From an optimization exercise on the open Yosys and OpenROAD flow, aimed at small area, a short achievable clock period and few clock cycles per item; shortcuts taken in it are not production practice. Function was checked by simulation only, so behaviour that the tests miss may differ from the original. Power is estimated from default activity; no workload was simulated.

<file path="design/flow/config.mk">
export PLATFORM = sky130hd
export DESIGN_NAME = timing_example
export DESIGN_NICKNAME = timing_example
export VERILOG_FILES = /design/flow/design.v
export SDC_FILE = /design/flow/constraint.sdc
export NUM_CORES = 4
export LEC_CHECK = 0
export CAP_MARGIN = 20
export CORE_MARGIN = 2
export CORE_UTILIZATION = 40
export SLEW_MARGIN = 20
export SYNTH_HIERARCHICAL = 1
export SYNTH_MINIMUM_KEEP_SIZE = 0
</file>
<file path="design/flow/constraint.sdc">
create_clock -name core_clock -period 8.0 [get_ports {clk}]
set_input_delay 1.6000 -clock core_clock [delete_from_list [all_inputs] [get_ports {clk}]]
set_output_delay 1.6000 -clock core_clock [all_outputs]
set_load 0.01 [all_outputs]
</file>
<file path="design/flow/design.v">
module timing_example #(
    parameter int INPUT_WIDTH   = 32,
    parameter int OUTPUT_WIDTH  = 8,
    parameter int COUNTER_WIDTH = 64,
    parameter int NUM_PIPELINES = 16
) (
    input  logic                                  clk,
    input  logic                                  rst,
    input  logic [               INPUT_WIDTH-1:0] data_in,
    input  logic                                  data_in_valid,
    input  logic [NUM_PIPELINES*OUTPUT_WIDTH-1:0] pipe_in,
    output logic                                  ready,
    output logic [              OUTPUT_WIDTH-1:0] data_out,
    output logic                                  data_out_valid,
    output logic [             COUNTER_WIDTH-1:0] count
);
  assign ready = 1'b1;
  logic [3:0] v_r;
  always_ff @(posedge clk or posedge rst) begin
    if (rst) v_r <= '0;
    else v_r <= {v_r[2:0], data_in_valid};
  end
  assign data_out_valid = v_r[3];
  logic [12:0] seg_all1, seg_cin;
  logic [63:0] count_nxt;
  cnt_seg #(.W(5)) u_cnt0 (.q(count[4:0]), .cin(seg_cin[0]), .d(count_nxt[4:0]), .all1(seg_all1[0]));
  cnt_seg #(.W(5)) u_cnt1 (.q(count[9:5]), .cin(seg_cin[1]), .d(count_nxt[9:5]), .all1(seg_all1[1]));
  cnt_seg #(.W(5)) u_cnt2 (.q(count[14:10]), .cin(seg_cin[2]), .d(count_nxt[14:10]), .all1(seg_all1[2]));
  cnt_seg #(.W(5)) u_cnt3 (.q(count[19:15]), .cin(seg_cin[3]), .d(count_nxt[19:15]), .all1(seg_all1[3]));
  cnt_seg #(.W(5)) u_cnt4 (.q(count[24:20]), .cin(seg_cin[4]), .d(count_nxt[24:20]), .all1(seg_all1[4]));
  cnt_seg #(.W(5)) u_cnt5 (.q(count[29:25]), .cin(seg_cin[5]), .d(count_nxt[29:25]), .all1(seg_all1[5]));
  cnt_seg #(.W(5)) u_cnt6 (.q(count[34:30]), .cin(seg_cin[6]), .d(count_nxt[34:30]), .all1(seg_all1[6]));
  cnt_seg #(.W(5)) u_cnt7 (.q(count[39:35]), .cin(seg_cin[7]), .d(count_nxt[39:35]), .all1(seg_all1[7]));
  cnt_seg #(.W(5)) u_cnt8 (.q(count[44:40]), .cin(seg_cin[8]), .d(count_nxt[44:40]), .all1(seg_all1[8]));
  cnt_seg #(.W(5)) u_cnt9 (.q(count[49:45]), .cin(seg_cin[9]), .d(count_nxt[49:45]), .all1(seg_all1[9]));
  cnt_seg #(.W(5)) u_cnt10 (.q(count[54:50]), .cin(seg_cin[10]), .d(count_nxt[54:50]), .all1(seg_all1[10]));
  cnt_seg #(.W(5)) u_cnt11 (.q(count[59:55]), .cin(seg_cin[11]), .d(count_nxt[59:55]), .all1(seg_all1[11]));
  cnt_seg #(.W(4)) u_cnt12 (.q(count[63:60]), .cin(seg_cin[12]), .d(count_nxt[63:60]), .all1(seg_all1[12]));
  logic pf_1_1;
  and2_cell u_pf0 (.a(v_r[0]), .b(seg_all1[0]), .y(pf_1_1));
  logic pf_1_3;
  and2_cell u_pf1 (.a(seg_all1[1]), .b(seg_all1[2]), .y(pf_1_3));
  logic pf_1_5;
  and2_cell u_pf2 (.a(seg_all1[3]), .b(seg_all1[4]), .y(pf_1_5));
  logic pf_1_7;
  and2_cell u_pf3 (.a(seg_all1[5]), .b(seg_all1[6]), .y(pf_1_7));
  logic pf_1_9;
  and2_cell u_pf4 (.a(seg_all1[7]), .b(seg_all1[8]), .y(pf_1_9));
  logic pf_1_11;
  and2_cell u_pf5 (.a(seg_all1[9]), .b(seg_all1[10]), .y(pf_1_11));
  logic pf_2_2;
  and2_cell u_pf6 (.a(pf_1_1), .b(seg_all1[1]), .y(pf_2_2));
  logic pf_2_3;
  and2_cell u_pf7 (.a(pf_1_1), .b(pf_1_3), .y(pf_2_3));
  logic pf_2_6;
  and2_cell u_pf8 (.a(pf_1_5), .b(seg_all1[5]), .y(pf_2_6));
  logic pf_2_7;
  and2_cell u_pf9 (.a(pf_1_5), .b(pf_1_7), .y(pf_2_7));
  logic pf_2_10;
  and2_cell u_pf10 (.a(pf_1_9), .b(seg_all1[9]), .y(pf_2_10));
  logic pf_2_11;
  and2_cell u_pf11 (.a(pf_1_9), .b(pf_1_11), .y(pf_2_11));
  logic pf_4_4;
  and2_cell u_pf12 (.a(pf_2_3), .b(seg_all1[3]), .y(pf_4_4));
  logic pf_4_5;
  and2_cell u_pf13 (.a(pf_2_3), .b(pf_1_5), .y(pf_4_5));
  logic pf_4_6;
  and2_cell u_pf14 (.a(pf_2_3), .b(pf_2_6), .y(pf_4_6));
  logic pf_4_7;
  and2_cell u_pf15 (.a(pf_2_3), .b(pf_2_7), .y(pf_4_7));
  logic pf_4_12;
  and2_cell u_pf16 (.a(pf_2_11), .b(seg_all1[11]), .y(pf_4_12));
  logic pf_8_8;
  and2_cell u_pf17 (.a(pf_4_7), .b(seg_all1[7]), .y(pf_8_8));
  logic pf_8_9;
  and2_cell u_pf18 (.a(pf_4_7), .b(pf_1_9), .y(pf_8_9));
  logic pf_8_10;
  and2_cell u_pf19 (.a(pf_4_7), .b(pf_2_10), .y(pf_8_10));
  logic pf_8_11;
  and2_cell u_pf20 (.a(pf_4_7), .b(pf_2_11), .y(pf_8_11));
  logic pf_8_12;
  and2_cell u_pf21 (.a(pf_4_7), .b(pf_4_12), .y(pf_8_12));
  assign seg_cin[0] = v_r[0];
  assign seg_cin[1] = pf_1_1;
  assign seg_cin[2] = pf_2_2;
  assign seg_cin[3] = pf_2_3;
  assign seg_cin[4] = pf_4_4;
  assign seg_cin[5] = pf_4_5;
  assign seg_cin[6] = pf_4_6;
  assign seg_cin[7] = pf_4_7;
  assign seg_cin[8] = pf_8_8;
  assign seg_cin[9] = pf_8_9;
  assign seg_cin[10] = pf_8_10;
  assign seg_cin[11] = pf_8_11;
  assign seg_cin[12] = pf_8_12;
  always_ff @(posedge clk or posedge rst) begin
    if (rst) count <= '0;
    else count <= count_nxt;
  end
  logic pas_0;
  logic pac_1;
  logic pas_2;
  logic pac_3;
  logic pas_4;
  logic pac_5;
  logic pas_6;
  logic pac_7;
  logic pas_8;
  logic pac_9;
  logic pas_10;
  logic pac_11;
  logic pas_12;
  logic pac_13;
  logic pas_14;
  logic pac_15;
  logic pas_16;
  logic pac_17;
  logic pas_18;
  logic pac_19;
  logic pas_20;
  logic pac_21;
  logic pas_22;
  logic pac_23;
  logic pas_24;
  logic pac_25;
  logic pas_26;
  logic pac_27;
  logic pas_28;
  logic pac_29;
  logic pas_30;
  logic pac_31;
  logic pas_32;
  logic pac_33;
  logic [14:0] x_r;
  logic pbs_34;
  logic pbc_35;
  logic pbs_36;
  logic pbc_37;
  logic pbs_38;
  logic pbc_39;
  logic pbs_40;
  logic pbc_41;
  logic pbs_42;
  logic pbc_43;
  logic pbs_44;
  logic pbc_45;
  logic pbs_46;
  logic pbc_47;
  logic [7:0] x2_r;
  logic pqs_48;
  logic pqc_49;
  logic pqs_50;
  logic pqc_51;
  logic [5:0] pc;
  logic [5:0] e;
  logic [2:0] b_one_r, b_two_r, b_neg_r;
  logic e5_r;
  logic sas_52;
  logic sac_53;
  logic sas_54;
  logic sac_55;
  logic sas_56;
  logic sac_57;
  logic sas_58;
  logic sac_59;
  logic sas_60;
  logic sac_61;
  logic sas_62;
  logic sac_63;
  logic sas_64;
  logic sac_65;
  logic sas_66;
  logic sac_67;
  logic sas_68;
  logic sac_69;
  logic sas_70;
  logic sac_71;
  logic sas_72;
  logic sac_73;
  logic sas_74;
  logic sac_75;
  logic sas_76;
  logic sac_77;
  logic sas_78;
  logic sac_79;
  logic sas_80;
  logic sac_81;
  logic sas_82;
  logic sac_83;
  logic sas_84;
  logic sac_85;
  logic sas_86;
  logic sac_87;
  logic sas_88;
  logic sac_89;
  logic sas_90;
  logic sac_91;
  logic sas_92;
  logic sac_93;
  logic sas_94;
  logic sac_95;
  logic sas_96;
  logic sac_97;
  logic sas_98;
  logic sac_99;
  logic sas_100;
  logic sac_101;
  logic sas_102;
  logic sac_103;
  logic sas_104;
  logic sac_105;
  logic sas_106;
  logic sac_107;
  logic sas_108;
  logic sac_109;
  logic sas_110;
  logic sac_111;
  logic sas_112;
  logic sac_113;
  logic sas_114;
  logic sac_115;
  logic sas_116;
  logic sac_117;
  logic sas_118;
  logic sac_119;
  logic sas_120;
  logic sac_121;
  logic sas_122;
  logic sac_123;
  logic sas_124;
  logic sac_125;
  logic sas_126;
  logic sac_127;
  logic sas_128;
  logic sac_129;
  logic sas_130;
  logic sac_131;
  logic sas_132;
  logic sac_133;
  logic sas_134;
  logic sac_135;
  logic sas_136;
  logic sac_137;
  logic sas_138;
  logic sac_139;
  logic sas_140;
  logic sac_141;
  logic sas_142;
  logic sac_143;
  logic sas_144;
  logic sac_145;
  logic sas_146;
  logic sas_147;
  logic sas_148;
  logic sas_149;
  logic sas_150;
  logic sas_151;
  logic sas_152;
  logic sas_153;
  logic sas_154;
  logic sas_155;
  logic sas_156;
  logic sas_157;
  logic sas_158;
  logic sas_159;
  logic sas_160;
  logic sas_161;
  logic sas_162;
  logic sas_163;
  logic sas_164;
  logic sas_165;
  logic [44:0] s1_r;
  logic sbs_166;
  logic sbc_167;
  logic sbs_168;
  logic sbc_169;
  logic sbs_170;
  logic sbc_171;
  logic sbs_172;
  logic sbc_173;
  logic sbs_174;
  logic sbc_175;
  logic sbs_176;
  logic sbc_177;
  logic sbs_178;
  logic sbc_179;
  logic sbs_180;
  logic sbc_181;
  logic sbs_182;
  logic sbc_183;
  logic sbs_184;
  logic sbc_185;
  logic sbs_186;
  logic sbs_187;
  logic sbc_188;
  logic sbs_189;
  logic sbc_190;
  logic sbs_191;
  logic sbc_192;
  logic sbs_193;
  logic sbc_194;
  logic sbs_195;
  logic sbc_196;
  logic sbs_197;
  logic sbc_198;
  logic sbs_199;
  logic sbc_200;
  logic sbs_201;
  logic sbc_202;
  logic sbs_203;
  logic sbc_204;
  logic sbs_205;
  logic sbs_206;
  logic sbc_207;
  logic sbs_208;
  logic sbc_209;
  logic sbs_210;
  logic sbc_211;
  logic sbs_212;
  logic sbc_213;
  logic sbs_214;
  logic sbs_215;
  logic sbc_216;
  logic sbs_217;
  logic sbc_218;
  logic sbs_219;
  logic sbc_220;
  logic sbs_221;
  logic [10:0] s2_r;
  logic [6:0] s_sum;
  logic [6:0] s_r;
  logic pp_222;
  logic pp_223;
  logic pp_224;
  logic pp_225;
  logic pp_226;
  logic pp_227;
  logic pp_228;
  logic pp_229;
  logic pp_230;
  logic pp_231;
  logic pp_232;
  logic pp_233;
  logic pp_234;
  logic pp_235;
  logic pp_236;
  logic pp_237;
  logic ms_238;
  logic mc_239;
  logic ms_240;
  logic mc_241;
  logic ms_242;
  logic ms_243;
  logic mc_244;
  logic ms_245;
  logic mc_246;
  logic ms_247;
  logic mc_248;
  logic ms_249;
  logic mc_250;
  logic ms_251;
  logic [6:0] y;
  logic [6:0] y_r;
  fa_cell u_pa0 (.a(data_in[0]), .b(data_in[1]), .c(data_in[2]), .s(pas_0), .co(pac_1));
  fa_cell u_pa1 (.a(data_in[3]), .b(data_in[4]), .c(data_in[5]), .s(pas_2), .co(pac_3));
  fa_cell u_pa2 (.a(data_in[6]), .b(data_in[7]), .c(data_in[8]), .s(pas_4), .co(pac_5));
  fa_cell u_pa3 (.a(data_in[9]), .b(data_in[10]), .c(data_in[11]), .s(pas_6), .co(pac_7));
  fa_cell u_pa4 (.a(data_in[12]), .b(data_in[13]), .c(data_in[14]), .s(pas_8), .co(pac_9));
  fa_cell u_pa5 (.a(data_in[15]), .b(data_in[16]), .c(data_in[17]), .s(pas_10), .co(pac_11));
  fa_cell u_pa6 (.a(data_in[18]), .b(data_in[19]), .c(data_in[20]), .s(pas_12), .co(pac_13));
  fa_cell u_pa7 (.a(data_in[21]), .b(data_in[22]), .c(data_in[23]), .s(pas_14), .co(pac_15));
  fa_cell u_pa8 (.a(data_in[24]), .b(data_in[25]), .c(data_in[26]), .s(pas_16), .co(pac_17));
  fa_cell u_pa9 (.a(data_in[27]), .b(data_in[28]), .c(data_in[29]), .s(pas_18), .co(pac_19));
  fa_cell u_pa10 (.a(data_in[30]), .b(data_in[31]), .c(pas_0), .s(pas_20), .co(pac_21));
  fa_cell u_pa11 (.a(pas_2), .b(pas_4), .c(pas_6), .s(pas_22), .co(pac_23));
  fa_cell u_pa12 (.a(pas_8), .b(pas_10), .c(pas_12), .s(pas_24), .co(pac_25));
  fa_cell u_pa13 (.a(pas_14), .b(pas_16), .c(pas_18), .s(pas_26), .co(pac_27));
  fa_cell u_pa14 (.a(pac_1), .b(pac_3), .c(pac_5), .s(pas_28), .co(pac_29));
  fa_cell u_pa15 (.a(pac_7), .b(pac_9), .c(pac_11), .s(pas_30), .co(pac_31));
  fa_cell u_pa16 (.a(pac_13), .b(pac_15), .c(pac_17), .s(pas_32), .co(pac_33));
  always_ff @(posedge clk) x_r[0] <= pas_20;
  always_ff @(posedge clk) x_r[1] <= pas_22;
  always_ff @(posedge clk) x_r[2] <= pas_24;
  always_ff @(posedge clk) x_r[3] <= pas_26;
  always_ff @(posedge clk) x_r[4] <= pac_19;
  always_ff @(posedge clk) x_r[5] <= pac_21;
  always_ff @(posedge clk) x_r[6] <= pac_23;
  always_ff @(posedge clk) x_r[7] <= pac_25;
  always_ff @(posedge clk) x_r[8] <= pac_27;
  always_ff @(posedge clk) x_r[9] <= pas_28;
  always_ff @(posedge clk) x_r[10] <= pas_30;
  always_ff @(posedge clk) x_r[11] <= pas_32;
  always_ff @(posedge clk) x_r[12] <= pac_29;
  always_ff @(posedge clk) x_r[13] <= pac_31;
  always_ff @(posedge clk) x_r[14] <= pac_33;
  fa_cell u_pb17 (.a(x_r[0]), .b(x_r[1]), .c(x_r[2]), .s(pbs_34), .co(pbc_35));
  fa_cell u_pb18 (.a(x_r[4]), .b(x_r[5]), .c(x_r[6]), .s(pbs_36), .co(pbc_37));
  fa_cell u_pb19 (.a(x_r[7]), .b(x_r[8]), .c(x_r[9]), .s(pbs_38), .co(pbc_39));
  fa_cell u_pb20 (.a(x_r[12]), .b(x_r[13]), .c(x_r[14]), .s(pbs_40), .co(pbc_41));
  fa_cell u_pb21 (.a(pbc_35), .b(pbs_36), .c(pbs_38), .s(pbs_42), .co(pbc_43));
  fa_cell u_pb22 (.a(pbc_37), .b(pbc_39), .c(pbs_40), .s(pbs_44), .co(pbc_45));
  fa_cell u_pb23 (.a(pbs_42), .b(x_r[10]), .c(x_r[11]), .s(pbs_46), .co(pbc_47));
  always_ff @(posedge clk) x2_r[0] <= pbs_34;
  always_ff @(posedge clk) x2_r[1] <= x_r[3];
  always_ff @(posedge clk) x2_r[2] <= pbs_46;
  always_ff @(posedge clk) x2_r[3] <= pbc_47;
  always_ff @(posedge clk) x2_r[4] <= pbc_43;
  always_ff @(posedge clk) x2_r[5] <= pbs_44;
  always_ff @(posedge clk) x2_r[6] <= pbc_45;
  always_ff @(posedge clk) x2_r[7] <= pbc_41;
  assign pqs_48 = x2_r[3] ^ x2_r[4];
  assign pqc_49 = x2_r[3] & x2_r[4];
  assign pqs_50 = x2_r[6] ^ x2_r[7];
  assign pqc_51 = x2_r[6] & x2_r[7];
  assign pc = {1'b0, pqc_51, pqs_50, x2_r[5], x2_r[2], x2_r[0]} + {1'b0, 1'b0, pqc_49, pqs_48, 1'b0, x2_r[1]};
  assign e = {pc[5] ^ ~pc[4], ~pc[4], pc[3:0]};
  always_ff @(posedge clk) e5_r <= e[5];
  always_ff @(posedge clk) begin
    for (int k = 0; k < 3; k++) begin
      logic lo, mid, hi;
      lo  = (k == 0) ? 1'b0 : e[2*k-1];
      mid = e[2*k];
      hi  = e[2*k+1];
      b_one_r[k] <= mid ^ lo;
      b_two_r[k] <= (hi & ~mid & ~lo) | (~hi & mid & lo);
      b_neg_r[k] <= hi & ~(mid & lo);
    end
  end
  fa_cell u_sa24 (.a(pipe_in[0]), .b(pipe_in[8]), .c(pipe_in[16]), .s(sas_52), .co(sac_53));
  fa_cell u_sa25 (.a(pipe_in[24]), .b(pipe_in[32]), .c(pipe_in[40]), .s(sas_54), .co(sac_55));
  fa_cell u_sa26 (.a(pipe_in[48]), .b(pipe_in[56]), .c(pipe_in[64]), .s(sas_56), .co(sac_57));
  fa_cell u_sa27 (.a(pipe_in[72]), .b(pipe_in[80]), .c(pipe_in[88]), .s(sas_58), .co(sac_59));
  fa_cell u_sa28 (.a(pipe_in[96]), .b(pipe_in[104]), .c(pipe_in[112]), .s(sas_60), .co(sac_61));
  fa_cell u_sa29 (.a(pipe_in[120]), .b(sas_52), .c(sas_54), .s(sas_62), .co(sac_63));
  fa_cell u_sa30 (.a(sas_56), .b(sas_58), .c(sas_60), .s(sas_64), .co(sac_65));
  fa_cell u_sa31 (.a(pipe_in[1]), .b(pipe_in[9]), .c(pipe_in[17]), .s(sas_66), .co(sac_67));
  fa_cell u_sa32 (.a(pipe_in[25]), .b(pipe_in[33]), .c(pipe_in[41]), .s(sas_68), .co(sac_69));
  fa_cell u_sa33 (.a(pipe_in[49]), .b(pipe_in[57]), .c(pipe_in[65]), .s(sas_70), .co(sac_71));
  fa_cell u_sa34 (.a(pipe_in[73]), .b(pipe_in[81]), .c(pipe_in[89]), .s(sas_72), .co(sac_73));
  fa_cell u_sa35 (.a(pipe_in[97]), .b(pipe_in[105]), .c(pipe_in[113]), .s(sas_74), .co(sac_75));
  fa_cell u_sa36 (.a(pipe_in[121]), .b(sac_53), .c(sac_55), .s(sas_76), .co(sac_77));
  fa_cell u_sa37 (.a(sac_57), .b(sac_59), .c(sac_61), .s(sas_78), .co(sac_79));
  fa_cell u_sa38 (.a(sas_66), .b(sas_68), .c(sas_70), .s(sas_80), .co(sac_81));
  fa_cell u_sa39 (.a(pipe_in[2]), .b(pipe_in[10]), .c(pipe_in[18]), .s(sas_82), .co(sac_83));
  fa_cell u_sa40 (.a(pipe_in[26]), .b(pipe_in[34]), .c(pipe_in[42]), .s(sas_84), .co(sac_85));
  fa_cell u_sa41 (.a(pipe_in[50]), .b(pipe_in[58]), .c(pipe_in[66]), .s(sas_86), .co(sac_87));
  fa_cell u_sa42 (.a(pipe_in[74]), .b(pipe_in[82]), .c(pipe_in[90]), .s(sas_88), .co(sac_89));
  fa_cell u_sa43 (.a(pipe_in[98]), .b(pipe_in[106]), .c(pipe_in[114]), .s(sas_90), .co(sac_91));
  fa_cell u_sa44 (.a(pipe_in[122]), .b(sac_67), .c(sac_69), .s(sas_92), .co(sac_93));
  fa_cell u_sa45 (.a(sac_71), .b(sac_73), .c(sac_75), .s(sas_94), .co(sac_95));
  fa_cell u_sa46 (.a(sas_82), .b(sas_84), .c(sas_86), .s(sas_96), .co(sac_97));
  fa_cell u_sa47 (.a(pipe_in[3]), .b(pipe_in[11]), .c(pipe_in[19]), .s(sas_98), .co(sac_99));
  fa_cell u_sa48 (.a(pipe_in[27]), .b(pipe_in[35]), .c(pipe_in[43]), .s(sas_100), .co(sac_101));
  fa_cell u_sa49 (.a(pipe_in[51]), .b(pipe_in[59]), .c(pipe_in[67]), .s(sas_102), .co(sac_103));
  fa_cell u_sa50 (.a(pipe_in[75]), .b(pipe_in[83]), .c(pipe_in[91]), .s(sas_104), .co(sac_105));
  fa_cell u_sa51 (.a(pipe_in[99]), .b(pipe_in[107]), .c(pipe_in[115]), .s(sas_106), .co(sac_107));
  fa_cell u_sa52 (.a(pipe_in[123]), .b(sac_83), .c(sac_85), .s(sas_108), .co(sac_109));
  fa_cell u_sa53 (.a(sac_87), .b(sac_89), .c(sac_91), .s(sas_110), .co(sac_111));
  fa_cell u_sa54 (.a(sas_98), .b(sas_100), .c(sas_102), .s(sas_112), .co(sac_113));
  fa_cell u_sa55 (.a(pipe_in[4]), .b(pipe_in[12]), .c(pipe_in[20]), .s(sas_114), .co(sac_115));
  fa_cell u_sa56 (.a(pipe_in[28]), .b(pipe_in[36]), .c(pipe_in[44]), .s(sas_116), .co(sac_117));
  fa_cell u_sa57 (.a(pipe_in[52]), .b(pipe_in[60]), .c(pipe_in[68]), .s(sas_118), .co(sac_119));
  fa_cell u_sa58 (.a(pipe_in[76]), .b(pipe_in[84]), .c(pipe_in[92]), .s(sas_120), .co(sac_121));
  fa_cell u_sa59 (.a(pipe_in[100]), .b(pipe_in[108]), .c(pipe_in[116]), .s(sas_122), .co(sac_123));
  fa_cell u_sa60 (.a(pipe_in[124]), .b(sac_99), .c(sac_101), .s(sas_124), .co(sac_125));
  fa_cell u_sa61 (.a(sac_103), .b(sac_105), .c(sac_107), .s(sas_126), .co(sac_127));
  fa_cell u_sa62 (.a(sas_114), .b(sas_116), .c(sas_118), .s(sas_128), .co(sac_129));
  fa_cell u_sa63 (.a(pipe_in[5]), .b(pipe_in[13]), .c(pipe_in[21]), .s(sas_130), .co(sac_131));
  fa_cell u_sa64 (.a(pipe_in[29]), .b(pipe_in[37]), .c(pipe_in[45]), .s(sas_132), .co(sac_133));
  fa_cell u_sa65 (.a(pipe_in[53]), .b(pipe_in[61]), .c(pipe_in[69]), .s(sas_134), .co(sac_135));
  fa_cell u_sa66 (.a(pipe_in[77]), .b(pipe_in[85]), .c(pipe_in[93]), .s(sas_136), .co(sac_137));
  fa_cell u_sa67 (.a(pipe_in[101]), .b(pipe_in[109]), .c(pipe_in[117]), .s(sas_138), .co(sac_139));
  fa_cell u_sa68 (.a(pipe_in[125]), .b(sac_115), .c(sac_117), .s(sas_140), .co(sac_141));
  fa_cell u_sa69 (.a(sac_119), .b(sac_121), .c(sac_123), .s(sas_142), .co(sac_143));
  fa_cell u_sa70 (.a(sas_130), .b(sas_132), .c(sas_134), .s(sas_144), .co(sac_145));
  xor_cell u_sax0 (.a(pipe_in[6]), .b(pipe_in[14]), .y(sas_146));
  xor_cell u_sax1 (.a(pipe_in[22]), .b(pipe_in[30]), .y(sas_147));
  xor_cell u_sax2 (.a(pipe_in[38]), .b(pipe_in[46]), .y(sas_148));
  xor_cell u_sax3 (.a(pipe_in[54]), .b(pipe_in[62]), .y(sas_149));
  xor_cell u_sax4 (.a(pipe_in[70]), .b(pipe_in[78]), .y(sas_150));
  xor_cell u_sax5 (.a(pipe_in[86]), .b(pipe_in[94]), .y(sas_151));
  xor_cell u_sax6 (.a(pipe_in[102]), .b(pipe_in[110]), .y(sas_152));
  xor_cell u_sax7 (.a(pipe_in[118]), .b(pipe_in[126]), .y(sas_153));
  xor_cell u_sax8 (.a(sas_146), .b(sas_147), .y(sas_154));
  xor_cell u_sax9 (.a(sas_148), .b(sas_149), .y(sas_155));
  xor_cell u_sax10 (.a(sas_150), .b(sas_151), .y(sas_156));
  xor_cell u_sax11 (.a(sas_152), .b(sas_153), .y(sas_157));
  xor_cell u_sax12 (.a(sas_154), .b(sas_155), .y(sas_158));
  xor_cell u_sax13 (.a(sas_156), .b(sas_157), .y(sas_159));
  xor_cell u_sax14 (.a(sac_131), .b(sac_133), .y(sas_160));
  xor_cell u_sax15 (.a(sac_135), .b(sac_137), .y(sas_161));
  xor_cell u_sax16 (.a(sac_139), .b(sas_158), .y(sas_162));
  xor_cell u_sax17 (.a(sas_159), .b(sas_160), .y(sas_163));
  xor_cell u_sax18 (.a(sas_161), .b(sac_141), .y(sas_164));
  xor_cell u_sax19 (.a(sas_162), .b(sas_163), .y(sas_165));
  always_ff @(posedge clk) s1_r[0] <= sas_62;
  always_ff @(posedge clk) s1_r[1] <= sas_64;
  always_ff @(posedge clk) s1_r[2] <= sas_72;
  always_ff @(posedge clk) s1_r[3] <= sas_74;
  always_ff @(posedge clk) s1_r[4] <= sas_76;
  always_ff @(posedge clk) s1_r[5] <= sac_63;
  always_ff @(posedge clk) s1_r[6] <= sac_65;
  always_ff @(posedge clk) s1_r[7] <= sas_78;
  always_ff @(posedge clk) s1_r[8] <= sas_80;
  always_ff @(posedge clk) s1_r[9] <= sas_88;
  always_ff @(posedge clk) s1_r[10] <= sas_90;
  always_ff @(posedge clk) s1_r[11] <= sac_77;
  always_ff @(posedge clk) s1_r[12] <= sac_79;
  always_ff @(posedge clk) s1_r[13] <= sas_92;
  always_ff @(posedge clk) s1_r[14] <= sac_81;
  always_ff @(posedge clk) s1_r[15] <= sas_94;
  always_ff @(posedge clk) s1_r[16] <= sas_96;
  always_ff @(posedge clk) s1_r[17] <= sas_104;
  always_ff @(posedge clk) s1_r[18] <= sas_106;
  always_ff @(posedge clk) s1_r[19] <= sac_93;
  always_ff @(posedge clk) s1_r[20] <= sac_95;
  always_ff @(posedge clk) s1_r[21] <= sas_108;
  always_ff @(posedge clk) s1_r[22] <= sac_97;
  always_ff @(posedge clk) s1_r[23] <= sas_110;
  always_ff @(posedge clk) s1_r[24] <= sas_112;
  always_ff @(posedge clk) s1_r[25] <= sas_120;
  always_ff @(posedge clk) s1_r[26] <= sas_122;
  always_ff @(posedge clk) s1_r[27] <= sac_109;
  always_ff @(posedge clk) s1_r[28] <= sac_111;
  always_ff @(posedge clk) s1_r[29] <= sas_124;
  always_ff @(posedge clk) s1_r[30] <= sac_113;
  always_ff @(posedge clk) s1_r[31] <= sas_126;
  always_ff @(posedge clk) s1_r[32] <= sas_128;
  always_ff @(posedge clk) s1_r[33] <= sas_136;
  always_ff @(posedge clk) s1_r[34] <= sas_138;
  always_ff @(posedge clk) s1_r[35] <= sac_125;
  always_ff @(posedge clk) s1_r[36] <= sac_127;
  always_ff @(posedge clk) s1_r[37] <= sas_140;
  always_ff @(posedge clk) s1_r[38] <= sac_129;
  always_ff @(posedge clk) s1_r[39] <= sas_142;
  always_ff @(posedge clk) s1_r[40] <= sas_144;
  always_ff @(posedge clk) s1_r[41] <= sac_143;
  always_ff @(posedge clk) s1_r[42] <= sac_145;
  always_ff @(posedge clk) s1_r[43] <= sas_164;
  always_ff @(posedge clk) s1_r[44] <= sas_165;
  fa_cell u_sb71 (.a(s1_r[2]), .b(s1_r[3]), .c(s1_r[4]), .s(sbs_166), .co(sbc_167));
  fa_cell u_sb72 (.a(s1_r[5]), .b(s1_r[6]), .c(s1_r[7]), .s(sbs_168), .co(sbc_169));
  fa_cell u_sb73 (.a(s1_r[9]), .b(s1_r[10]), .c(s1_r[11]), .s(sbs_170), .co(sbc_171));
  fa_cell u_sb74 (.a(s1_r[12]), .b(s1_r[13]), .c(s1_r[14]), .s(sbs_172), .co(sbc_173));
  fa_cell u_sb75 (.a(s1_r[17]), .b(s1_r[18]), .c(s1_r[19]), .s(sbs_174), .co(sbc_175));
  fa_cell u_sb76 (.a(s1_r[20]), .b(s1_r[21]), .c(s1_r[22]), .s(sbs_176), .co(sbc_177));
  fa_cell u_sb77 (.a(s1_r[25]), .b(s1_r[26]), .c(s1_r[27]), .s(sbs_178), .co(sbc_179));
  fa_cell u_sb78 (.a(s1_r[28]), .b(s1_r[29]), .c(s1_r[30]), .s(sbs_180), .co(sbc_181));
  fa_cell u_sb79 (.a(s1_r[33]), .b(s1_r[34]), .c(s1_r[35]), .s(sbs_182), .co(sbc_183));
  fa_cell u_sb80 (.a(s1_r[36]), .b(s1_r[37]), .c(s1_r[38]), .s(sbs_184), .co(sbc_185));
  assign sbs_186 = s1_r[41] ^ s1_r[42] ^ s1_r[43];
  fa_cell u_sb81 (.a(sbs_166), .b(sbs_168), .c(s1_r[8]), .s(sbs_187), .co(sbc_188));
  fa_cell u_sb82 (.a(sbc_167), .b(sbc_169), .c(sbs_170), .s(sbs_189), .co(sbc_190));
  fa_cell u_sb83 (.a(sbs_172), .b(s1_r[15]), .c(s1_r[16]), .s(sbs_191), .co(sbc_192));
  fa_cell u_sb84 (.a(sbc_171), .b(sbc_173), .c(sbs_174), .s(sbs_193), .co(sbc_194));
  fa_cell u_sb85 (.a(sbs_176), .b(s1_r[23]), .c(s1_r[24]), .s(sbs_195), .co(sbc_196));
  fa_cell u_sb86 (.a(sbc_175), .b(sbc_177), .c(sbs_178), .s(sbs_197), .co(sbc_198));
  fa_cell u_sb87 (.a(sbs_180), .b(s1_r[31]), .c(s1_r[32]), .s(sbs_199), .co(sbc_200));
  fa_cell u_sb88 (.a(sbc_179), .b(sbc_181), .c(sbs_182), .s(sbs_201), .co(sbc_202));
  fa_cell u_sb89 (.a(sbs_184), .b(s1_r[39]), .c(s1_r[40]), .s(sbs_203), .co(sbc_204));
  assign sbs_205 = sbc_183 ^ sbc_185 ^ sbs_186;
  fa_cell u_sb90 (.a(sbc_188), .b(sbs_189), .c(sbs_191), .s(sbs_206), .co(sbc_207));
  fa_cell u_sb91 (.a(sbc_190), .b(sbc_192), .c(sbs_193), .s(sbs_208), .co(sbc_209));
  fa_cell u_sb92 (.a(sbc_194), .b(sbc_196), .c(sbs_197), .s(sbs_210), .co(sbc_211));
  fa_cell u_sb93 (.a(sbc_198), .b(sbc_200), .c(sbs_201), .s(sbs_212), .co(sbc_213));
  assign sbs_214 = sbc_202 ^ sbc_204 ^ sbs_205;
  fa_cell u_sb94 (.a(sbc_207), .b(sbs_208), .c(sbs_195), .s(sbs_215), .co(sbc_216));
  fa_cell u_sb95 (.a(sbc_209), .b(sbs_210), .c(sbs_199), .s(sbs_217), .co(sbc_218));
  fa_cell u_sb96 (.a(sbc_211), .b(sbs_212), .c(sbs_203), .s(sbs_219), .co(sbc_220));
  assign sbs_221 = sbc_213 ^ sbs_214 ^ s1_r[44];
  always_ff @(posedge clk) s2_r[0] <= s1_r[0];
  always_ff @(posedge clk) s2_r[1] <= s1_r[1];
  always_ff @(posedge clk) s2_r[2] <= sbs_187;
  always_ff @(posedge clk) s2_r[3] <= sbs_206;
  always_ff @(posedge clk) s2_r[4] <= sbs_215;
  always_ff @(posedge clk) s2_r[5] <= sbc_216;
  always_ff @(posedge clk) s2_r[6] <= sbs_217;
  always_ff @(posedge clk) s2_r[7] <= sbc_218;
  always_ff @(posedge clk) s2_r[8] <= sbs_219;
  always_ff @(posedge clk) s2_r[9] <= sbc_220;
  always_ff @(posedge clk) s2_r[10] <= sbs_221;
  assign s_sum = {s2_r[9], s2_r[7], s2_r[5], s2_r[4], s2_r[3], s2_r[2], s2_r[0]} + {s2_r[10], s2_r[8], s2_r[6], 1'b0, 1'b0, 1'b0, s2_r[1]};
  always_ff @(posedge clk) s_r <= s_sum;
  assign pp_222 = ((b_one_r[0] & s_r[0]) | (b_two_r[0] & 1'b0)) ^ b_neg_r[0];
  assign pp_223 = ((b_one_r[0] & s_r[1]) | (b_two_r[0] & s_r[0])) ^ b_neg_r[0];
  assign pp_224 = ((b_one_r[0] & s_r[2]) | (b_two_r[0] & s_r[1])) ^ b_neg_r[0];
  assign pp_225 = ((b_one_r[0] & s_r[3]) | (b_two_r[0] & s_r[2])) ^ b_neg_r[0];
  assign pp_226 = ((b_one_r[0] & s_r[4]) | (b_two_r[0] & s_r[3])) ^ b_neg_r[0];
  assign pp_227 = ((b_one_r[0] & s_r[5]) | (b_two_r[0] & s_r[4])) ^ b_neg_r[0];
  assign pp_228 = ((b_one_r[0] & s_r[6]) | (b_two_r[0] & s_r[5])) ^ b_neg_r[0];
  assign pp_229 = ((b_one_r[1] & s_r[0]) | (b_two_r[1] & 1'b0)) ^ b_neg_r[1];
  assign pp_230 = ((b_one_r[1] & s_r[1]) | (b_two_r[1] & s_r[0])) ^ b_neg_r[1];
  assign pp_231 = ((b_one_r[1] & s_r[2]) | (b_two_r[1] & s_r[1])) ^ b_neg_r[1];
  assign pp_232 = ((b_one_r[1] & s_r[3]) | (b_two_r[1] & s_r[2])) ^ b_neg_r[1];
  assign pp_233 = ((b_one_r[1] & s_r[4]) | (b_two_r[1] & s_r[3])) ^ b_neg_r[1];
  assign pp_234 = ((b_one_r[2] & s_r[0]) | (b_two_r[2] & 1'b0)) ^ b_neg_r[2];
  assign pp_235 = ((b_one_r[2] & s_r[1]) | (b_two_r[2] & s_r[0])) ^ b_neg_r[2];
  assign pp_236 = ((b_one_r[2] & s_r[2]) | (b_two_r[2] & s_r[1])) ^ b_neg_r[2];
  assign pp_237 = e5_r & s_r[0];
  assign ms_238 = pp_226 ^ pp_231;
  assign mc_239 = pp_226 & pp_231;
  assign ms_240 = pp_227 ^ pp_232;
  assign mc_241 = pp_227 & pp_232;
  assign ms_242 = pp_228 ^ pp_233 ^ pp_236;
  assign ms_243 = pp_224 ^ pp_229;
  assign mc_244 = pp_224 & pp_229;
  assign ms_245 = pp_225 ^ pp_230;
  assign mc_246 = pp_225 & pp_230;
  fa_cell u_m97 (.a(pp_234), .b(b_neg_r[2]), .c(ms_238), .s(ms_247), .co(mc_248));
  fa_cell u_m98 (.a(pp_235), .b(ms_240), .c(mc_239), .s(ms_249), .co(mc_250));
  assign ms_251 = pp_237 ^ ms_242 ^ mc_241;
  assign y = {ms_251, ms_249, ms_247, ms_245, b_neg_r[1], pp_223, pp_222} + {mc_250, mc_248, mc_246, mc_244, ms_243, 1'b0, b_neg_r[0]};
  always_ff @(posedge clk) y_r <= y;
  assign data_out = {y_r, 1'b0};
endmodule
module fa_cell (
    input  logic a,
    input  logic b,
    input  logic c,
    output logic s,
    output logic co
);
  assign s  = a ^ b ^ c;
  assign co = (a & b) | (a & c) | (b & c);
endmodule
module xor_cell (
    input  logic a,
    input  logic b,
    output logic y
);
  assign y = a ^ b;
endmodule
module and2_cell (
    input  logic a,
    input  logic b,
    output logic y
);
  assign y = a & b;
endmodule
module cnt_seg #(
    parameter int W = 8
) (
    input  logic [W-1:0] q,
    input  logic         cin,
    output logic [W-1:0] d,
    output logic         all1
);
  logic [W:0] c;
  always_comb begin
    c[0] = cin;
    for (int i = 0; i < W; i++) begin
      d[i]   = q[i] ^ c[i];
      c[i+1] = q[i] & c[i];
    end
  end
  assign all1 = &q;
endmodule
</file>
<file path="design/flow/flow/run.sh">
#!/bin/bash
# Standard synthesis, then the standard layout with two changes: ports are
# buffered with buf_1, and clock tree synthesis adds no dummy loads.
set -euo pipefail
bash standard.sh synth > synth.log 2>&1
export BUFFER_PORTS_ARGS="-buffer_cell sky130_fd_sc_hd__buf_1"
export CTS_ARGS="-sink_clustering_enable -repair_clock_nets -dont_use_dummy_load -root_buf sky130_fd_sc_hd__clkbuf_16 -buf_list {sky130_fd_sc_hd__clkbuf_8 sky130_fd_sc_hd__clkbuf_16}"
bash standard.sh > layout.log 2>&1
</file>
<file path="design/flow/standard.sh">
#!/bin/bash
# synth_recipe.tcl (not shown) runs the flow's synth.tcl, then flattens the netlist and writes it again
# the make line also repeats each setting of config.mk as NAME=value (left out here)
make -C /OpenROAD-flow-scripts/flow DESIGN_CONFIG=/design/flow/config.mk WORK_HOME=/design/flow/orfs CLKGATE_MAP_FILE= SYNTH_SCRIPT=/design/flow/synth_recipe.tcl "${@:-finish}"
</file>
==> results of run 1 <==
[power groups by stage]
stage	Combinational, W	Sequential (W)	Clock (W)
after floorplan	0.00130	0.00124	0
after global placement	0.00160	0.00126	0
after detailed placement	0.00164	0.00127	0
after CTS	0.00165	0.00125	0.000678
after global routing	0.00186	0.00128	0.000710
final	0.00160	0.00125	0.000653
[cell type report]
cell class,instances,area (um^2)
repair buffers,219,825.8
well taps,265,331.6
multi-input cells,352,4159
diodes,1,2.502
fillers,1824,10000
flip-flops and latches,171,3764
inverters,4,15.01
clock buffers,17,425.4
[through the flow]
stage,setup slack (ns),instances,power [W]
2_1_floorplan,4.688,531,0.002537
3_3_place_gp,5.120,1011,0.002860
3_5_place_dp,5.108,1011,0.002906
4_1_cts,5.374,1028,0.003580
5_1_grt,5.339,1028,0.003849
6_report,5.401,1029,0.003503
[final timing paths]
path,from,end,slack (ns),cells after the start
worst max-delay path,count[19],count[19],5.40,1
worst min-delay path,x_r[3],x2_r[1],0.33,0
worst max register to register,b_two_r[0],y_r[5],5.57,9
worst min register to register,x_r[3],x2_r[1],0.33,0
max in group asynchronous,rst,count[27],6.03,3
min in group asynchronous,rst,count[36],1.43,3
[placed cells by master (no fill, tap or decap), types with 2 or more instances in the layout]
master / instances
sky130_fd_sc_hd__buf_1: 218
sky130_fd_sc_hd__dfxtp_1: 103
sky130_fd_sc_hd__fa_1: 99
sky130_fd_sc_hd__ha_1: 75
sky130_fd_sc_hd__dfrtp_1: 68
sky130_fd_sc_hd__xor2_1: 40
sky130_fd_sc_hd__xnor2_1: 35
sky130_fd_sc_hd__and2_1: 22
sky130_fd_sc_hd__nand2_1: 18
sky130_fd_sc_hd__clkbuf_16: 17
sky130_fd_sc_hd__nor2_1: 16
sky130_fd_sc_hd__nand3_1: 13
sky130_fd_sc_hd__a22oi_1: 11
sky130_fd_sc_hd__a21oi_1: 4
sky130_fd_sc_hd__inv_1: 3
sky130_fd_sc_hd__nor2b_1: 3
sky130_fd_sc_hd__a31oi_1: 2
sky130_fd_sc_hd__a21o_1: 2
sky130_fd_sc_hd__o21bai_1: 2
sky130_fd_sc_hd__conb_1: 2
[per-layer routing]
metal	track usage (%)	up-vias
li1	-	2191
met1	16.40	2233
met2	27.79	151
met3	3.994	20
met4	6.176	0
met5	0	-
[registers in the layout, summed over array words and instances (netlist names)]
register and count:
b_neg_r 3, x2_r 8, y_r 7, b_one_r 3, e5_r 1, v_r 4, s2_r 11, s1_r 45
s_r 7, count 64, b_two_r 3, x_r 15
==> metrics.md, run 1 <==
| Metric | Value |
|---|---|
| Setup repair after global routing missed its margin | `no` |
| Count of antenna-violating nets left after detailed routing | `0` |
| Total via count in the routed design | `around 4600` |
| DR WL met3 | `about 800 um` |
| Internal power | `~0.0023 W` |
| GPL Wtd Cong | `roughly 0.85` |
| Peak fanout along the critical path | `3` |
| Syn_area_per_cell | `around 15 um^2` |
| Global router's overall resource usage | `~15%` |
| Layout cells sized above 1 | `3.014%` |
| Number of global-route vias before repair | `between 5000 and 6000` |
| Number of CTS-inserted buffers | `17` |
| Routed metal-1 wirelength | `5720 um` |
| Warnings from Yosys | `9` |
| Grt total ovfl | `0` |
| Syn_nets | `between 800 and 900` |
| Uppermost layer routed | `met4` |
| Number of max-capacitance violations reported | `0` |
| Die ar. | `approximately 0.021 mm^2` |
| Worst setup path class | `register to output port` |
| Crit share post-route | `between 30% and 40%` |
| Post-route minimum period | `2.599 ns` |
| IR drop worst, VDD | `~0.22 mV` |
| Capturing element type of the critical path | `output port` |
| Detailed-router iteration count before antenna repair | `4` |
| Critical path data required time | `around 6.4 ns` |
| Total count of max-transition violations in the final report | `0` |
| Net Switching | `roughly 0.0012 W` |
| Worst path cell trace | `buf_1` |
| Result of the run | `timing/DRC/antenna clean` |
| CTS H-Tree Depth | `4` |
| Starting density of the core | `about two fifths` |
| Total cell area at the placement stage | `~0.0091 mm^2` |
| Number of DRC violations after detailed routing | `0` |
| Cell area after layout | `approximately 0.0095 mm^2` |
| Boundary Pins | `between 200 and 250` |
| Area growth from synthesis to layout | `19.56%` |
| Leakage dissipation | `around 4.3 nW` |
| Worst path max stage delay | `about 0.4 ns` |
| Via/cell ratio | `roughly 4.5` |
| WHS | `~0.33 ns` |
| Clock tree skew after final layout | `approximately 0.022 ns` |
| Net switching share of the total power | `roughly a third` |
| Arrival time at the worst endpoint | `1.00 ns` |
| Final-report setup violation count | `0` |
| Number of gates resized after CTS | `0` |
| Dpl hpwl | `roughly 13000 um` |
| Crit path max-delay family | `flip-flops` |
| Largest net degree at the start of global routing | `69` |
| Combinational fraction of design power | `between 40 and 50%` |
| Buffers added on ports | `218` |
| Clock latency on the worst-skew pair | `about 0.43 ns` |
| Hold Buf Count CTS | `0` |
| Final TNS setup | `0 ns` |
| Detailed Route WL | `14890 um` |
| Routed length on met2 | `a little over 8000 um` |
| Buffering stage count on the worst path with inverters included | `1` |
| Root Driver | `sky130_fd_sc_hd__clkbuf_16` |
| Share of the core filled with cells | `approximately half` |
| Clk sink count | `between 150 and 200` |
| Height of the die | `around 150 um` |
| Post-CTS repair timing setup buffer count | `0` |
| Clock transition at path regs | `around 0.07 ns` |
| Fraction of power consumed by sequential logic | `a little over a third` |
| Maximum buffer depth of the clock tree | `2` |
| TritonCTS clock tree | `built` |
| Synthesized area | `between 0.007 and 0.008 mm^2` |
| Antenna violations before repair | `1` |
| Core area | `0.01953 mm^2` |
| Share of power burned in the clock network | `18.6%` |
| Worst-case headroom to the max-slew limit | `around 44%` |
| Cell count after synthesis | `around 530` |
| Starting DRT DRC Count | `~130` |
| # nets final | `about 1100` |
| Fmax | `between 300 and 400 MHz` |
| Floorplan row count | `approximately 50` |
| First-pass GRT wire length | `roughly 25000 um` |
| Class of the tightest hold or removal check | `register to register` |
| Crit path launch type | `register` |
| Cell with the largest stage delay on the worst path | `sky130_fd_sc_hd__dfrtp_1` |
| Detail-routed net length per standard cell | `14.47 um` |
| Die width | `145.1 um` |
| Power density over cell area | `between 300 and 400 mW/mm^2` |
| Number of failing hold endpoints at the final stage | `0` |
| Worst-Margin Slew | `between 0.8 and 0.9 ns` |
Testbench counts, summed over its fixed seeds: cycles 1,632, items 1,600.
==> run 2, diff against run 1 <==
==> design/flow/flow/run.sh (replaced) <==
#!/bin/bash
# Standard synthesis, then the standard layout with two changes: ports are
# buffered with buf_1, and clock tree synthesis adds no dummy loads.
set -euo pipefail
bash standard.sh synth > synth.log 2>&1
export BUFFER_PORTS_ARGS="-buffer_cell sky130_fd_sc_hd__buf_1"
export CTS_ARGS="-sink_clustering_enable -repair_clock_nets -dont_use_dummy_load -root_buf sky130_fd_sc_hd__clkbuf_16 -buf_list {sky130_fd_sc_hd__clkbuf_16}"
bash standard.sh > layout.log 2>&1
==> run 2 against run 1 <==
Effect of this change: design area unchanged; critical path depth unchanged; fmax is the same; register-to-register slack hardly changed; global-route usage unchanged; via count is the same; utilization did not move; setup slack stayed put; critical endpoint unchanged.
==> metrics.md, run 2 <==
| Metric | Value |
|---|---|
| Via/cell ratio | `4.466 (unchanged)` |
| Number of max-capacitance violations reported | `0 (unchanged)` |
| Net Switching | `0.001194 W (unchanged)` |
| Result of the run | `timing/DRC/antenna clean` |
| Layout cells sized above 1 | `3.014% (unchanged)` |
| Crit share post-route | `32.48% (unchanged)` |
| Post-Place Cells | `1011 (unchanged)` |
| Detail-routed net length per standard cell | `14.47 um (unchanged)` |
| GPL Wtd Cong | `0.8504 (unchanged)` |
| Post-route minimum period | `2.599 ns (unchanged)` |
| Synthesized area | `0.007965 mm^2 (unchanged)` |
| Worst setup timing slack at the placement stage | `5.108 ns (unchanged)` |
| Flip-flop count of the largest register, all copies and words added | `64 (unchanged)` |
| Buffering stage count on the worst path with inverters included | `1 (unchanged)` |
| Area growth from synthesis to layout | `19.56% (unchanged)` |
| Critical path data required time | `6.40 ns (about the same)` |
| Starting density of the core | `40.79% (unchanged)` |
| Internal power | `0.002309 W (unchanged)` |
| Boundary Pins | `237 (unchanged)` |
| Number of DRC violations after detailed routing | `0 (unchanged)` |
| Height of the die | `145.1 um (unchanged)` |
| Root Driver | `sky130_fd_sc_hd__clkbuf_16` |
| Antenna violations before repair | `1 (unchanged)` |
| Biggest register | `count` |
| Cell with the largest stage delay on the worst path | `sky130_fd_sc_hd__dfrtp_1` |
| Cell count after synthesis | `531 (unchanged)` |
| Most frequent cells in the layout | `sky130_fd_sc_hd__buf_1 (218), sky130_fd_sc_hd__dfxtp_1 (103), sky130_fd_sc_hd__fa_1 (99)` |
| IR drop worst, VDD | `0.2217 mV (unchanged)` |
| Total cell area at the placement stage | `0.009095 mm^2 (unchanged)` |
| Worst-Margin Slew | `0.8463 ns (unchanged)` |
| Grt total ovfl | `0 (unchanged)` |
| Global Route met3 Usage | `3.994% (unchanged)` |
| Number of failing hold endpoints at the final stage | `0 (unchanged)` |
| Dpl hpwl | `12630 um (unchanged)` |
| Die width | `145.1 um (unchanged)` |
| Leakage dissipation | `4.291 nW (unchanged)` |
| Share of power burned in the clock network | `18.6% (about the same)` |
| Total count of max-transition violations in the final report | `0 (unchanged)` |
| Fmax | `384.8 MHz (unchanged)` |
| Worst path max stage delay | `0.40 ns (about the same)` |
| Peak fanout along the critical path | `3 (unchanged)` |
| Combinational fraction of design power | `45.7% (about the same)` |
| Number of CTS-inserted buffers | `17 (unchanged)` |
| Starting DRT DRC Count | `131 (unchanged)` |
| Detailed-router iteration count before antenna repair | `4 (unchanged)` |
| Arrival time at the worst endpoint | `1.00 ns (about the same)` |
| Share of the core filled with cells | `48.77% (unchanged)` |
| Syn_area_per_cell | `15.00 um^2 (unchanged)` |
| Worst path cell trace | `buf_1` |
| Crit path launch type | `register` |
| Maximum buffer depth of the clock tree | `2 (unchanged)` |
| Critical R2R Launch | `b_two_r[0]` |
| Net switching share of the total power | `34.08% (unchanged)` |
| Clock transition at path regs | `0.07 ns (about the same)` |
| Syn_nets | `868 (unchanged)` |
| Worst setup path class | `register to output port` |
| Worst Setup SP | `count[19]` |
| Most used routing layer | `met2` |
| TritonCTS clock tree | `built` |
| Final-report setup violation count | `0 (unchanged)` |
| Core area | `0.01953 mm^2 (unchanged)` |
| Clock latency on the worst-skew pair | `0.43 ns (about the same)` |
| Buffers added on ports | `218 (unchanged)` |
| Crit path max-delay family | `flip-flops` |
| Final TNS setup | `0 ns (unchanged)` |
| Floorplan row count | `51 (unchanged)` |
| Largest net degree at the start of global routing | `69 (unchanged)` |
| Hold Startpoint | `x_r[3]` |
| Die ar. | `0.02106 mm^2 (unchanged)` |
| Worst setup slack after layout | `5.401 ns (unchanged)` |
| Number of gates resized after CTS | `0 (unchanged)` |
| Post-CTS repair timing setup buffer count | `0 (unchanged)` |
| Hold Buf Count CTS | `0 (unchanged)` |
| Cell area after layout | `0.009523 mm^2 (unchanged)` |
| First-pass GRT wire length | `25070 um (unchanged)` |
| Clk sink count | `171 (unchanged)` |
| Total via count in the routed design | `4595 (unchanged)` |
| Number of global-route vias before repair | `5346 (unchanged)` |
| Power density over cell area | `367.9 mW/mm^2 (unchanged)` |
| # nets final | `1102 (unchanged)` |
| Leading registers by flop count | `count: 64 flops, s1_r: 45 flops, x_r: 15 flops` |
| Worst-case headroom to the max-slew limit | `43.58% (unchanged)` |
| Met1 track utilization from global routing | `16.40% (unchanged)` |
| Clock tree skew after final layout | `0.02199 ns (unchanged)` |
| Fraction of power consumed by sequential logic | `35.7% (about the same)` |
| Most common library cell in the layout ignoring fill and taps | `sky130_fd_sc_hd__buf_1` |
| Met2 usage | `27.79% (unchanged)` |
| Global router's overall resource usage | `15.08% (unchanged)` |
| Warnings from Yosys | `9 (unchanged)` |
| Setup repair after global routing missed its margin | `no` |
| CTS H-Tree Depth | `4 (unchanged)` |
| Count of antenna-violating nets left after detailed routing | `0 (unchanged)` |
| Class of the tightest hold or removal check | `register to register` |
| Post-route non-filler standard cell count | `1029 (unchanged)` |
| Detailed Route WL | `14890 um (unchanged)` |
| Capturing element type of the critical path | `output port` |
==> run 2: worst register-to-register path, stage by stage (launching register included) <==
cell and delay, ns:
sky130_fd_sc_hd__dfxtp_1 0.45, sky130_fd_sc_hd__a22oi_1 0.15, sky130_fd_sc_hd__xnor2_1 0.15, sky130_fd_sc_hd__ha_1 0.33, sky130_fd_sc_hd__fa_1 0.44, sky130_fd_sc_hd__ha_1 0.32
sky130_fd_sc_hd__inv_1 0.06, sky130_fd_sc_hd__o21bai_1 0.17, sky130_fd_sc_hd__o41ai_2 0.11, sky130_fd_sc_hd__xnor2_1 0.13
==> run 2: through the flow <==
stage               total power [W]  hold WS (ns)
floorplan                  0.002537        0.3096
global placement           0.002860        0.3160
detailed placement         0.002906        0.3191
CTS                        0.003580        0.3343
global route               0.003849        0.3401
finish                     0.003503        0.3299
==> run 2: metal layers <==
metal  share of wire [%]  vias to the layer above
met5                   0                        -
met4                 1.9                        0
met3                 5.4                       20
met2                  54                      151
met1                  38                     2233
li1                    -                     2191
==> run 2: power by group through the flow <==
| stage | Combinational, W | Clock, W | Sequential, W |
|---|---|---|---|
| after detailed placement | 0.00164 | 0 | 0.00127 |
| final | 0.00160 | 0.000653 | 0.00125 |
| after global routing | 0.00186 | 0.000710 | 0.00128 |
| after global placement | 0.00160 | 0 | 0.00126 |
| after floorplan | 0.00130 | 0 | 0.00124 |
| after CTS | 0.00165 | 0.000678 | 0.00125 |
==> run 2: final timing paths <==
check	depth (start not counted)	slack (ns)	to
setup / recovery	1	5.40	count[19]
hold / removal	0	0.33	x2_r[1]
setup reg to reg	9	5.57	y_r[5]
hold reg to reg	0	0.33	x2_r[1]
max in group asynchronous	3	6.03	count[27]
min in group asynchronous	3	1.43	count[36]
==> run 2: cell type report <==
type | count | area (um^2)
Fill cell | 1824 | 10000
Multi-Input combinational cell | 352 | 4159
Sequential cell | 171 | 3764
Timing Repair Buffer | 219 | 825.8
Clock buffer | 17 | 425.4
Tap cell | 265 | 331.6
Inverter | 4 | 15.01
Antenna cell | 1 | 2.502
==> run 3, diff against run 2 <==
==> design/flow/flow/run.sh (replaced) <==
#!/bin/bash
# Standard synthesis, then the standard layout with two changes: ports are
# buffered with buf_1, and clock tree synthesis adds no dummy loads.
set -euo pipefail
bash standard.sh synth > synth.log 2>&1
export BUFFER_PORTS_ARGS="-buffer_cell sky130_fd_sc_hd__buf_1"
export CTS_ARGS="-sink_clustering_enable -repair_clock_nets -dont_use_dummy_load -sink_clustering_size 40 -sink_clustering_max_diameter 300 -sink_clustering_levels 1 -buf_list {sky130_fd_sc_hd__clkbuf_4 sky130_fd_sc_hd__clkbuf_8}"
bash standard.sh > layout.log 2>&1
==> run 3 against run 2 <==
Effect of this change: die area unchanged; clock skew increased by 0.011 ns; highest routed layer unchanged; critical endpoint is now count[14]; global-route usage decreased by 0.16 points; clock-buffer cell count unchanged.
==> metrics.md, run 3 <==
| Metric | Value |
|---|---|
| Result of the run | `timing/DRC/antenna clean` |
| CTS H-Tree Depth | `4 (unchanged)` |
| Starting density of the core | `40.79% (unchanged)` |
| Number of DRC violations after detailed routing | `0 (unchanged)` |
| Crit share post-route | `32.96% (+0.47 points)` |
| DR WL met3 | `817 um (+2.3%)` |
| Final total power | `0.003290 W (-6.1%)` |
| Syn_area_per_cell | `15.00 um^2 (unchanged)` |
| TritonCTS clock tree | `built` |
| Height of the die | `145.1 um (unchanged)` |
| Post-route minimum period | `2.636 ns (+0.03790 ns)` |
| Detailed-router iteration count before antenna repair | `4 (unchanged)` |
| Total count of max-transition violations in the final report | `0 (unchanged)` |
| Power density over cell area | `352.5 mW/mm^2 (-4.2%)` |
| Fmax | `379.3 MHz (-1.4%)` |
| Flip-flop count of the largest register, all copies and words added | `64 (unchanged)` |
| Final-report setup violation count | `0 (unchanged)` |
| Total via count in the routed design | `4619 (+0.52%)` |
| Most common library cell in the layout ignoring fill and taps | `sky130_fd_sc_hd__buf_1` |
| Root Driver | `sky130_fd_sc_hd__clkbuf_8` |
| Number of max-capacitance violations reported | `0 (unchanged)` |
| Clock latency on the worst-skew pair | `0.45 ns (+0.02 ns)` |
| Maximum buffer depth of the clock tree | `2 (unchanged)` |
| Synthesized area | `0.007965 mm^2 (unchanged)` |
| Largest net degree at the start of global routing | `69 (unchanged)` |
| Dpl hpwl | `12630 um (unchanged)` |
| Leakage dissipation | `4.203 nW (-2.0%)` |
| Warnings from Yosys | `9 (unchanged)` |
| Number of failing hold endpoints at the final stage | `0 (unchanged)` |
| Cell area after layout | `0.009331 mm^2 (-2.0%)` |
| Area growth from synthesis to layout | `17.15%` |
| Final-layout fill cell count | `1847 (+1.3%)` |
| Layout cells sized above 1 | `3.014% (unchanged)` |
| Die width | `145.1 um (unchanged)` |
| Core area | `0.01953 mm^2 (unchanged)` |
| Uppermost layer routed | `met4` |
| Cell count after synthesis | `531 (unchanged)` |
| Peak fanout along the critical path | `3 (unchanged)` |
| Clk sink count | `171 (unchanged)` |
| Boundary Pins | `237 (unchanged)` |
| Detail-routed net length per standard cell | `14.39 um (-0.60%)` |
| Cell with the largest stage delay on the worst path | `sky130_fd_sc_hd__dfrtp_1` |
| Global router's overall resource usage | `14.91% (-0.16 points)` |
| Count of antenna-violating nets left after detailed routing | `0 (unchanged)` |
| First-pass GRT wire length | `25040 um (-0.14%)` |
| Number of global-route vias before repair | `5330 (-0.30%)` |
| Buffering stage count on the worst path with inverters included | `1 (unchanged)` |
| Via/cell ratio | `4.489 (+0.52%)` |
| Antenna violations before repair | `1 (unchanged)` |
| Leading registers by flop count | `count: 64 flops, s1_r: 45 flops, x_r: 15 flops` |
| Number of gates resized after CTS | `0 (unchanged)` |
| Crit path max-delay family | `flip-flops` |
| # nets final | `1102 (unchanged)` |
| Post-CTS repair timing setup buffer count | `0 (unchanged)` |
| Starting DRT DRC Count | `99 (-24%)` |
| Share of the core filled with cells | `47.79% (-0.98 points)` |
| Buffers added on ports | `218 (unchanged)` |
| Die ar. | `0.02106 mm^2 (unchanged)` |
| Worst path max stage delay | `0.41 ns (about the same)` |
| Arrival time at the worst endpoint | `1.04 ns (+0.04 ns)` |
| Syn_nets | `868 (unchanged)` |
| Clock tree skew after final layout | `0.03302 ns (+0.01103 ns)` |
| Final TNS setup | `0 ns (unchanged)` |
| Crit path launch type | `register` |
| Floorplan row count | `51 (unchanged)` |
| Worst setup path class | `register to output port` |
| Routed metal-1 wirelength | `5703 um (-0.30%)` |
| Class of the tightest hold or removal check | `register to register` |
| Clock transition at path regs | `0.10 ns (+0.03 ns)` |
| Worst setup slack after layout | `5.364 ns (-0.03790 ns)` |
| Capturing element type of the critical path | `output port` |
| IR drop worst, VDD | `0.2191 mV (-1.1%)` |
| Worst path cell trace | `buf_1` |
| Worst setup timing slack at the placement stage | `5.108 ns (unchanged)` |
| Grt total ovfl | `0 (unchanged)` |
| Setup repair after global routing missed its margin | `no` |
| Total cell area at the placement stage | `0.009095 mm^2 (unchanged)` |
| Number of CTS-inserted buffers | `17 (unchanged)` |
| Routed length on met2 | `8057 um (-0.42%)` |
| Detailed Route WL | `14810 um (-0.60%)` |
| Critical path data required time | `6.40 ns (about the same)` |
| Hold Buf Count CTS | `0 (unchanged)` |
| Worst-case headroom to the max-slew limit | `43.50% (-0.080 points)` |
| Worst-Margin Slew | `0.8475 ns (+0.001201 ns)` |
| GPL Wtd Cong | `0.8504 (unchanged)` |
| Biggest register | `count` |
| Most frequent cells in the layout | `sky130_fd_sc_hd__buf_1 (218), sky130_fd_sc_hd__dfxtp_1 (103), sky130_fd_sc_hd__fa_1 (99)` |
[run 3: worst paths after layout]
kind                       startpoint   endpoint  slack [ns]  cells past startpoint
max                         count[14]  count[14]        5.36                      1
min                            x_r[3]    x2_r[1]        0.34                      0
max in group asynchronous         rst  count[27]        6.05                      3
min in group asynchronous         rst  count[17]        1.39                      3
min reg2reg                    x_r[3]    x2_r[1]        0.34                      0
max reg2reg                  s1_r[28]   s2_r[10]        5.56                      7
[run 3: power breakdown]
group / switching (W) / total [W] / internal (W)
clock network: 0.000255 / 0.000443 / 0.000188
logic: 0.000766 / 0.00160 / 0.000832
registers: 0.000142 / 0.00125 / 0.00111
total: 0.00116 / 0.00329 / 0.00213
[run 3: final cells by class]
cell class,count,area (um^2),share of cell area [%]
well taps,265,331.6,3.553
repair buffers,219,825.8,8.850
flip-flops and latches,171,3764,40.33
diodes,1,2.502,0.02682
inverters,4,15.01,0.1609
multi-input cells,352,4159,44.57
clock buffers,17,234.0,2.507
[run 3: per-layer routing]
metal	global-route usage, %	vias up
met1	16.31	2252
met2	27.67	158
met5	0	-
met3	4.371	20
li1	-	2189
met4	4.853	0
[run 3: worst reg2reg max path: stages, from the launching register on]
cell	delay (ns)
sky130_fd_sc_hd__dfxtp_1	0.33
sky130_fd_sc_hd__fa_1	0.50
sky130_fd_sc_hd__fa_1	0.46
sky130_fd_sc_hd__fa_1	0.42
sky130_fd_sc_hd__xnor2_1	0.21
sky130_fd_sc_hd__xnor2_1	0.16
sky130_fd_sc_hd__xnor2_1	0.15
sky130_fd_sc_hd__xnor2_1	0.09
[run 3: per-stage QoR]
| stage | hold slack, ns | std cells |
|---|---|---|
| after floorplan | 0.3096 | 531 |
| after global placement | 0.3160 | 1011 |
| after detailed placement | 0.3191 | 1011 |
| after CTS | 0.3403 | 1028 |
| after global routing | 0.3469 | 1028 |
| final | 0.3367 | 1029 |
==> run 4, diff against run 3 <==
==> design/flow/flow/run.sh (replaced) <==
#!/bin/bash
# Standard synthesis, then the standard layout with these changes: input ports
# are buffered with buf_1 and output ports with a buf_2, and clock tree
# synthesis adds no dummy loads.
set -euo pipefail
bash standard.sh synth > synth.log 2>&1
export BUFFER_PORTS_ARGS="-buffer_cell sky130_fd_sc_hd__buf_1"
export OUT_BUF=buf_2
export PRE_RESIZE_TCL=$PWD/flow/outbuf.tcl
export CTS_ARGS="-sink_clustering_enable -repair_clock_nets -dont_use_dummy_load -buf_list {sky130_fd_sc_hd__clkbuf_4 sky130_fd_sc_hd__clkbuf_8}"
bash standard.sh > layout.log 2>&1
==> design/flow/flow/outbuf.tcl (new file) <==
# Give the buffers that drive output ports a stronger cell than the buf_1
# used for the input ports.
set n 0
foreach port [get_ports -filter "direction == output"] {
  foreach pin [get_pins -of_objects [get_nets -of_objects $port] -filter "direction == output"] {
    set inst [get_cells -of_objects $pin]
    if {[get_property [get_lib_cells -of_objects $inst] name] eq "sky130_fd_sc_hd__buf_1"} {
      replace_cell $inst sky130_fd_sc_hd__$::env(OUT_BUF)
      incr n
    }
  }
}
puts "outbuf.tcl: $n output buffers set to $::env(OUT_BUF)"
==> run 4 against run 3 <==
Effect of this change: the run now fails in 3_4_place_resized; synthesized cell count unchanged; synthesized area unchanged.
==> metrics.md, run 4 <==
| Metric | Value |
|---|---|
| Result of the run | `aborted with a tool error` |
| Last stage the flow got to | `3_4_place_resized` |
| First error message | `[ERROR STA-0100] unsupported object type Port.` |
| Die width | `145.1 um (unchanged)` |
| Buffers added on ports | `218 (unchanged)` |
| Height of the die | `145.1 um (unchanged)` |
| GPL Wtd Cong | `0.8504 (unchanged)` |
| Floorplan row count | `51 (unchanged)` |
| Boundary Pins | `237 (unchanged)` |
| Starting density of the core | `40.79% (unchanged)` |
| Cell count after synthesis | `531 (unchanged)` |
| Synthesized area | `0.007965 mm^2 (unchanged)` |
| Warnings from Yosys | `9 (unchanged)` |
| Syn_area_per_cell | `15.00 um^2 (unchanged)` |
| Syn_nets | `868 (unchanged)` |
[run 4: through the flow]
stage / area [um^2] / hold slack (ns)
floorplan: 7965 / 0.3096
global placement: 9095 / 0.3160
[run 4: worst max path at each step]
stage / from / endpoint / slack [ns] / cells past startpoint
floorplan: rst / count[0] / 4.69 / 1
global placement: pipe_in[4] / s1_r[43] / 5.12 / 4
[run 4: power groups by stage]
stage	combinational [W]	sequential, W	clock (W)
after floorplan	0.00130	0.00124	0
after global placement	0.00160	0.00126	0

what the ideal ports hide:
No port has a modelled driver above. Below, the same layouts with a new extraction and two added sets of constraints.
Step 1, drivers: a clkbuf_16 drives clk and a buf_2 each remaining input, both assumed.
Step 2 also shifts input and output timing later by t, the mid clock arrival at the registers, as if the neighbouring blocks saw the same clock.
Three values: ideal, step 1, step 2; two values: the first two.
| run | t (ns) | slack for setup (ns) | worst slew at a driven data input, ns |
|---|---|---|---|
| run 1 | 0.459 | 5.401 / 5.357 / 5.106 | 0.06 |
| run 2 | 0.459 | 5.401 / 5.357 / 5.106 | 0.06 |
| run 3 | 0.471 | 5.364 / 5.324 / 5.104 | 0.06 |
After both steps setup and hold are still met in every run listed.
